Background: an optimization exercise with open tools, aiming at small area, a short achievable clock period and few clock cycles. Do not read the settings as production practice.
Where RTL was checked, it was by simulation tests only, not by an equivalence proof against the original.

== nickel ==
==> flow/design.v <==
module xoodoo_rc(
    round_i,
    rc
);
    input  [3:0] round_i;
    output reg [9:0] rc;
    always @(*) begin
        case (round_i)
            4'd0:  rc = 10'h058;
            4'd1:  rc = 10'h038;
            4'd2:  rc = 10'h3C0;
            4'd3:  rc = 10'h0D0;
            4'd4:  rc = 10'h120;
            4'd5:  rc = 10'h014;
            4'd6:  rc = 10'h060;
            4'd7:  rc = 10'h02C;
            4'd8:  rc = 10'h380;
            4'd9:  rc = 10'h0F0;
            4'd10: rc = 10'h1A0;
            4'd11: rc = 10'h012;
            default: rc = 10'h000;
        endcase
    end
endmodule
module xoodoo_xor2(a, b, y);
    input a, b;
    output y;
    assign y = a ^ b;
endmodule
module xoodoo_xnor2(a, b, y);
    input a, b;
    output y;
    assign y = ~(a ^ b);
endmodule
module xoodoo_ornb(a, b, y);
    input a, b;
    output y;
    assign y = a | ~b;
endmodule
module xoodoo_chi(b0, b1, b2, y);
    input b0, b1, b2;
    output y;
    wire n;
    xoodoo_ornb u_n(.a(b1), .b(b2), .y(n));
    xoodoo_xnor2 u_x(.a(b0), .b(n), .y(y));
endmodule
module xoodoo_round(
    state_n_in,
    rc,
    state_out
);
    parameter [9:0] RC_MASK = 10'h3FF;
    input  [383:0] state_n_in;
    input  [9:0]   rc;
    output [383:0] state_out;
    function integer rot;    
        input integer z;
        input integer n;
        begin
            rot = (z + 32 - n) % 32;
        end
    endfunction
    wire [31:0] an [0:2][0:3];    
    wire [31:0] ai [0:2][0:3];    
    wire [31:0] p1 [0:3];
    wire [31:0] p  [0:3];         
    wire [31:0] e  [0:3];
    wire [31:0] t  [0:2][0:3];
    wire [31:0] b  [0:2][0:3];
    wire [31:0] c  [0:2][0:3];
    genvar x, y, z;
    generate
        for (y = 0; y < 3; y = y + 1) begin : g_unpack
            for (x = 0; x < 4; x = x + 1) begin : g_x
                assign an[y][x] = state_n_in[128*y + 32*x +: 32];
                for (z = 0; z < 32; z = z + 1) begin : g_z
                    if (y == 0 && x == 0 && z < 10 && RC_MASK[z]) begin : g_iota
                        xoodoo_xor2 u_i(.a(an[0][0][z]), .b(rc[z]), .y(ai[0][0][z]));
                    end else begin : g_noiota
                        assign ai[y][x][z] = an[y][x][z];
                    end
                end
            end
        end
        for (x = 0; x < 4; x = x + 1) begin : g_theta
            for (z = 0; z < 32; z = z + 1) begin : g_z
                xoodoo_xor2 u_p1(.a(an[0][x][z]), .b(an[1][x][z]), .y(p1[x][z]));
                xoodoo_xor2 u_p (.a(p1[x][z]),    .b(an[2][x][z]), .y(p[x][z]));
                xoodoo_xor2 u_e (.a(p[(x+3)%4][rot(z,5)]), .b(p[(x+3)%4][rot(z,14)]), .y(e[x][z]));
                xoodoo_xnor2 u_t0(.a(ai[0][x][z]), .b(e[x][z]), .y(t[0][x][z]));
                xoodoo_xnor2 u_t1(.a(ai[1][x][z]), .b(e[x][z]), .y(t[1][x][z]));
                xoodoo_xnor2 u_t2(.a(ai[2][x][z]), .b(e[x][z]), .y(t[2][x][z]));
            end
        end
        for (x = 0; x < 4; x = x + 1) begin : g_rhow
            for (z = 0; z < 32; z = z + 1) begin : g_z
                assign b[0][x][z] = t[0][x][z];
                assign b[1][x][z] = t[1][(x+3)%4][z];
                assign b[2][x][z] = t[2][x][rot(z,11)];
            end
        end
        for (x = 0; x < 4; x = x + 1) begin : g_chi
            for (z = 0; z < 32; z = z + 1) begin : g_z
                xoodoo_chi u_c0(.b0(b[0][x][z]), .b1(b[1][x][z]), .b2(b[2][x][z]), .y(c[0][x][z]));
                xoodoo_chi u_c1(.b0(b[1][x][z]), .b1(b[2][x][z]), .b2(b[0][x][z]), .y(c[1][x][z]));
                xoodoo_chi u_c2(.b0(b[2][x][z]), .b1(b[0][x][z]), .b2(b[1][x][z]), .y(c[2][x][z]));
            end
        end
        for (x = 0; x < 4; x = x + 1) begin : g_rhoe
            for (z = 0; z < 32; z = z + 1) begin : g_z
                assign state_out[  0 + 32*x + z] = c[0][x][z];
                assign state_out[128 + 32*x + z] = c[1][x][rot(z,1)];
                assign state_out[256 + 32*x + z] = c[2][(x+2)%4][rot(z,8)];
            end
        end
    endgenerate
endmodule
module xoodoo_n_rounds(
    state_n_in,
    state_out,
    step_i
);
    parameter roundPerCycle = 1;
    input  [383:0] state_n_in;     
    output [383:0] state_out;
    input  [3:0]   step_i;
    function [9:0] rc_mask;
        input integer slot;
        integer k;
        reg [9:0] m;
        begin
            m = 10'h0;
            for (k = slot; k < 12; k = k + roundPerCycle)
                case (k)
                    0: m = m | 10'h058;  1: m = m | 10'h038;  2: m = m | 10'h3C0;
                    3: m = m | 10'h0D0;  4: m = m | 10'h120;  5: m = m | 10'h014;
                    6: m = m | 10'h060;  7: m = m | 10'h02C;  8: m = m | 10'h380;
                    9: m = m | 10'h0F0; 10: m = m | 10'h1A0; 11: m = m | 10'h012;
                    default: m = m;
                endcase
            rc_mask = m;
        end
    endfunction
    wire [383:0] st [0:roundPerCycle];
    assign st[0] = ~state_n_in;
    genvar r;
    generate
        for (r = 0; r < roundPerCycle; r = r + 1) begin : gen_rounds
            wire [9:0] rc;
            wire [3:0] idx = step_i * roundPerCycle + r;
            xoodoo_rc rc_inst(
                .round_i(idx),
                .rc(rc)
            );
            xoodoo_round #(.RC_MASK(rc_mask(r))) round_inst(
                .state_n_in(r == 0 ? state_n_in : ~st[r]),
                .rc(rc),
                .state_out(st[r+1])
            );
        end
    endgenerate
    assign state_out = st[roundPerCycle];
endmodule
module xoodoo_aoi222(a1, a2, b1, b2, c1, c2, y);
    input a1, a2, b1, b2, c1, c2;
    output y;
    assign y = ~((a1 & a2) | (b1 & b2) | (c1 & c2));
endmodule
module xoodoo_nand4(a, b, c, d, y);
    input a, b, c, d;
    output y;
    assign y = ~(a & b & c & d);
endmodule
module xoodoo_nand2(a, b, y);
    input a, b;
    output y;
    assign y = ~(a & b);
endmodule
module xoodoo_nand3(a, b, c, y);
    input a, b, c;
    output y;
    assign y = ~(a & b & c);
endmodule
module xoodoo_rd(lo, hi, v, y);
    input [3:0] lo;
    input [2:0] hi;
    input [11:0] v;
    output y;
    wire [2:0] z;
    genvar j;
    generate
        for (j = 0; j < 3; j = j + 1) begin : g_m
            wire [3:0] g;
            wire m;
            genvar k;
            for (k = 0; k < 4; k = k + 1) begin : g_g
                xoodoo_nand2 u_g(.a(lo[k]), .b(v[4*j+k]), .y(g[k]));
            end
            xoodoo_nand4 u_m(.a(g[0]), .b(g[1]), .c(g[2]), .d(g[3]), .y(m));
            xoodoo_nand2 u_z(.a(hi[j]), .b(m), .y(z[j]));
        end
    endgenerate
    xoodoo_nand3 u_o(.a(z[0]), .b(z[1]), .c(z[2]), .y(y));
endmodule
module xoodoo(
    clk_i,
    rst_i,
    start_i,
    state_valid_o,
    init_reg,
    word_in,
    word_index_in,
    word_enable_in,
    domain_i,
    domain_enable_i,
    word_out
);
    input               clk_i;
    input               rst_i;
    input               start_i;
    output              state_valid_o;
    input               init_reg;
    input      [31:0]   word_in;
    input      [3:0]    word_index_in;   
    input               word_enable_in;
    input      [31:0]   domain_i;
    input               domain_enable_i;
    output     [31:0]   word_out;
    parameter roundPerCycle = 1;
    localparam STEPS = 12 / roundPerCycle;
    reg  [383:0] state_n;        
    wire [383:0] state = ~state_n;
    wire [383:0] round_out_state;
    reg  [3:0]  step;
    reg         running;
    reg         done;
    wire        perm = running | start_i;
    wire        clr  = rst_i | init_reg;
    xoodoo_n_rounds #(.roundPerCycle(roundPerCycle)) rounds_inst(
        .state_n_in(state_n),
        .state_out(round_out_state),
        .step_i(running ? step : 4'd0)
    );
    wire [3:0]  lo;
    wire [2:0]  hi;
    wire [11:0] sel;
    wire [11:0] ps, pn;
    wire        pr = perm & ~clr;
    genvar i, k;
    generate
        for (i = 0; i < 4; i = i + 1) begin : g_lo
            assign lo[i] = (word_index_in[1:0] == i);
        end
        for (i = 0; i < 3; i = i + 1) begin : g_hi
            assign hi[i] = (word_index_in[3:2] == i);
        end
        for (i = 0; i < 12; i = i + 1) begin : g_sel
            assign sel[i] = hi[i/4] & lo[i%4];
            assign pn[i]  = ~perm & ~clr & word_enable_in & sel[i];
            assign ps[i]  = ~perm & ~clr & ~(word_enable_in & sel[i]);
        end
    endgenerate
    wire [31:0] new_word = word_out ^ word_in;
    wire [31:0] dom = domain_enable_i ? domain_i : 32'h0;
    generate
        for (k = 0; k < 32; k = k + 1) begin : g_rd
            wire [11:0] v;
            for (i = 0; i < 12; i = i + 1) begin : g_v
                assign v[i] = state[32*i + k];
            end
            xoodoo_rd u_rd(.lo(lo), .hi(hi), .v(v), .y(word_out[k]));
        end
    endgenerate
    wire [383:0] d;
    generate
        for (i = 0; i < 12; i = i + 1) begin : g_w
            for (k = 0; k < 32; k = k + 1) begin : g_b
                wire nv, hv;
                if (i == 11) begin : g_dom
                    assign nv = new_word[k];
                    assign hv = state[32*i + k] ^ dom[k];
                end else begin : g_plain
                    assign nv = new_word[k];
                    assign hv = state[32*i + k];
                end
                xoodoo_aoi222 u_upd(.a1(pr), .a2(round_out_state[32*i + k]),
                                    .b1(pn[i]), .b2(nv), .c1(ps[i]), .c2(hv),
                                    .y(d[32*i + k]));
            end
        end
    endgenerate
    always @(posedge clk_i)
        state_n <= d;
    wire last = running ? (step == STEPS - 1) : (STEPS == 1);
    always @(posedge clk_i) begin
        if (rst_i) begin
            done    <= 1'b0;
            running <= 1'b0;
            step    <= 4'd0;
        end else if (perm) begin
            if (last) begin
                done    <= 1'b1;
                running <= 1'b0;
                step    <= 4'd0;
            end else begin
                done    <= 1'b0;
                running <= 1'b1;
                step    <= (running ? step : 4'd0) + 4'd1;
            end
        end
    end
    assign state_valid_o = done;
endmodule
export LEC_CHECK = 0
export CAP_MARGIN = 5
export CORE_MARGIN = 2
export CORE_UTILIZATION = 35
export SETUP_SLACK_MARGIN = 2.5
export SLEW_MARGIN = 5
export SYNTH_HIERARCHICAL = 1
create_clock -name core_clock -period 6.5 [get_ports {clk_i}]
standard.sh (not shown) runs the stock make flow with config.mk's settings and CLKGATE_MAP_FILE= SYNTH_SCRIPT=/design/flow/synth_recipe.tcl, a recipe that flattens the netlist after the stock synthesis.
==> flow/flow/run.sh <==
#!/bin/bash
# Standard ORFS layout (the standard.sh) with two changes:
# - plain buffers on the ports instead of the delay cells buffer_ports
#   picks by default;
# - clock tree: larger sink clusters and no dummy load cells.
set -euo pipefail
export BUFFER_PORTS_ARGS="-buffer_cell sky130_fd_sc_hd__buf_1"
export CTS_ARGS="-sink_clustering_enable -repair_clock_nets -dont_use_dummy_load -sink_clustering_size 24 -sink_clustering_max_diameter 80 -buf_list {sky130_fd_sc_hd__clkbuf_8 sky130_fd_sc_hd__clkbuf_16}"
bash standard.sh > orfs_flow.log 2>&1
diff inputs: nickel => amber
--- a/flow/design.v
+++ b/flow/design.v
@@ -188,10 +188,9 @@
     output y;
     wire [2:0] z;
-    genvar j;
+    genvar j, k;
     generate
         for (j = 0; j < 3; j = j + 1) begin : g_m
             wire [3:0] g;
             wire m;
-            genvar k;
             for (k = 0; k < 4; k = k + 1) begin : g_g
                 xoodoo_nand2 u_g(.a(lo[k]), .b(v[4*j+k]), .y(g[k]));
@@ -203,4 +202,23 @@
     xoodoo_nand3 u_o(.a(z[0]), .b(z[1]), .c(z[2]), .y(y));
 endmodule
+module xoodoo_rd4(idx, v, y);
+    input  [3:0]  idx;
+    input  [47:0] v;      
+    output [3:0]  y;
+    wire [3:0] lo;
+    wire [2:0] hi;
+    genvar i, b;
+    generate
+        for (i = 0; i < 4; i = i + 1) begin : g_lo
+            assign lo[i] = (idx[1:0] == i);
+        end
+        for (i = 0; i < 3; i = i + 1) begin : g_hi
+            assign hi[i] = (idx[3:2] == i);
+        end
+        for (b = 0; b < 4; b = b + 1) begin : g_b
+            xoodoo_rd u_rd(.lo(lo), .hi(hi), .v(v[12*b +: 12]), .y(y[b]));
+        end
+    endgenerate
+endmodule
 module xoodoo(
     clk_i,
@@ -264,10 +282,13 @@
     wire [31:0] dom = domain_enable_i ? domain_i : 32'h0;
     generate
-        for (k = 0; k < 32; k = k + 1) begin : g_rd
-            wire [11:0] v;
-            for (i = 0; i < 12; i = i + 1) begin : g_v
-                assign v[i] = state[32*i + k];
+        for (k = 0; k < 8; k = k + 1) begin : g_rd
+            wire [47:0] v;
+            genvar b;
+            for (b = 0; b < 4; b = b + 1) begin : g_v
+                for (i = 0; i < 12; i = i + 1) begin : g_w
+                    assign v[12*b + i] = state[32*i + 4*k + b];
+                end
             end
-            xoodoo_rd u_rd(.lo(lo), .hi(hi), .v(v), .y(word_out[k]));
+            xoodoo_rd4 u_rd4(.idx(word_index_in), .v(v), .y(word_out[4*k +: 4]));
         end
     endgenerate
- NOTE total length of routed wires nickel->amber decreased by a few percent
- Final area on amber is down relative to nickel.
- Going from nickel to amber, final non-filler cell total went up 0.68%; clock-buffer cell count increased 5.
- Changes observed in amber relative to nickel: arrival time at the worst endpoint has decreased.
Testbench counts of amber, summed over its fixed seeds: cycles 22,310.
For nickel, only the layout was checked, not whether the RTL still works.

## static timing again, ports no longer ideal
Ports are ideal in the flow. The routed layouts listed here were re-timed in OpenROAD. Step 1 (the two cells are an assumption about what drives the block):
set clk [get_ports {clk_i}]
set_driving_cell -lib_cell sky130_fd_sc_hd__clkbuf_16 $clk
set_driving_cell -lib_cell sky130_fd_sc_hd__buf_2 [delete_from_list [all_inputs] $clk]
Step 2 times the ports against the registers' clock, not the clock port: input delays grow and output delays shrink by t, the midpoint of the rising clock arrivals with the driver on. Three values: ideal ports, drivers, drivers and shift; two values: the first two.
run	t (ns)	setup slack, ns	hold WS [ns]	worst data-port slew with drivers (ns)
nickel	0.693	2.405 / 2.311 / 1.980	0.480 / 0.480 / 0.480	0.14
amber	0.643	2.482 / 2.305 / 1.924	0.465 / 0.465 / 0.465	0.25
After both steps every run listed still meets setup and hold. The setup slack of amber, which loses most, moves by -0.177 ns with the drivers and by -0.558 ns with both steps.
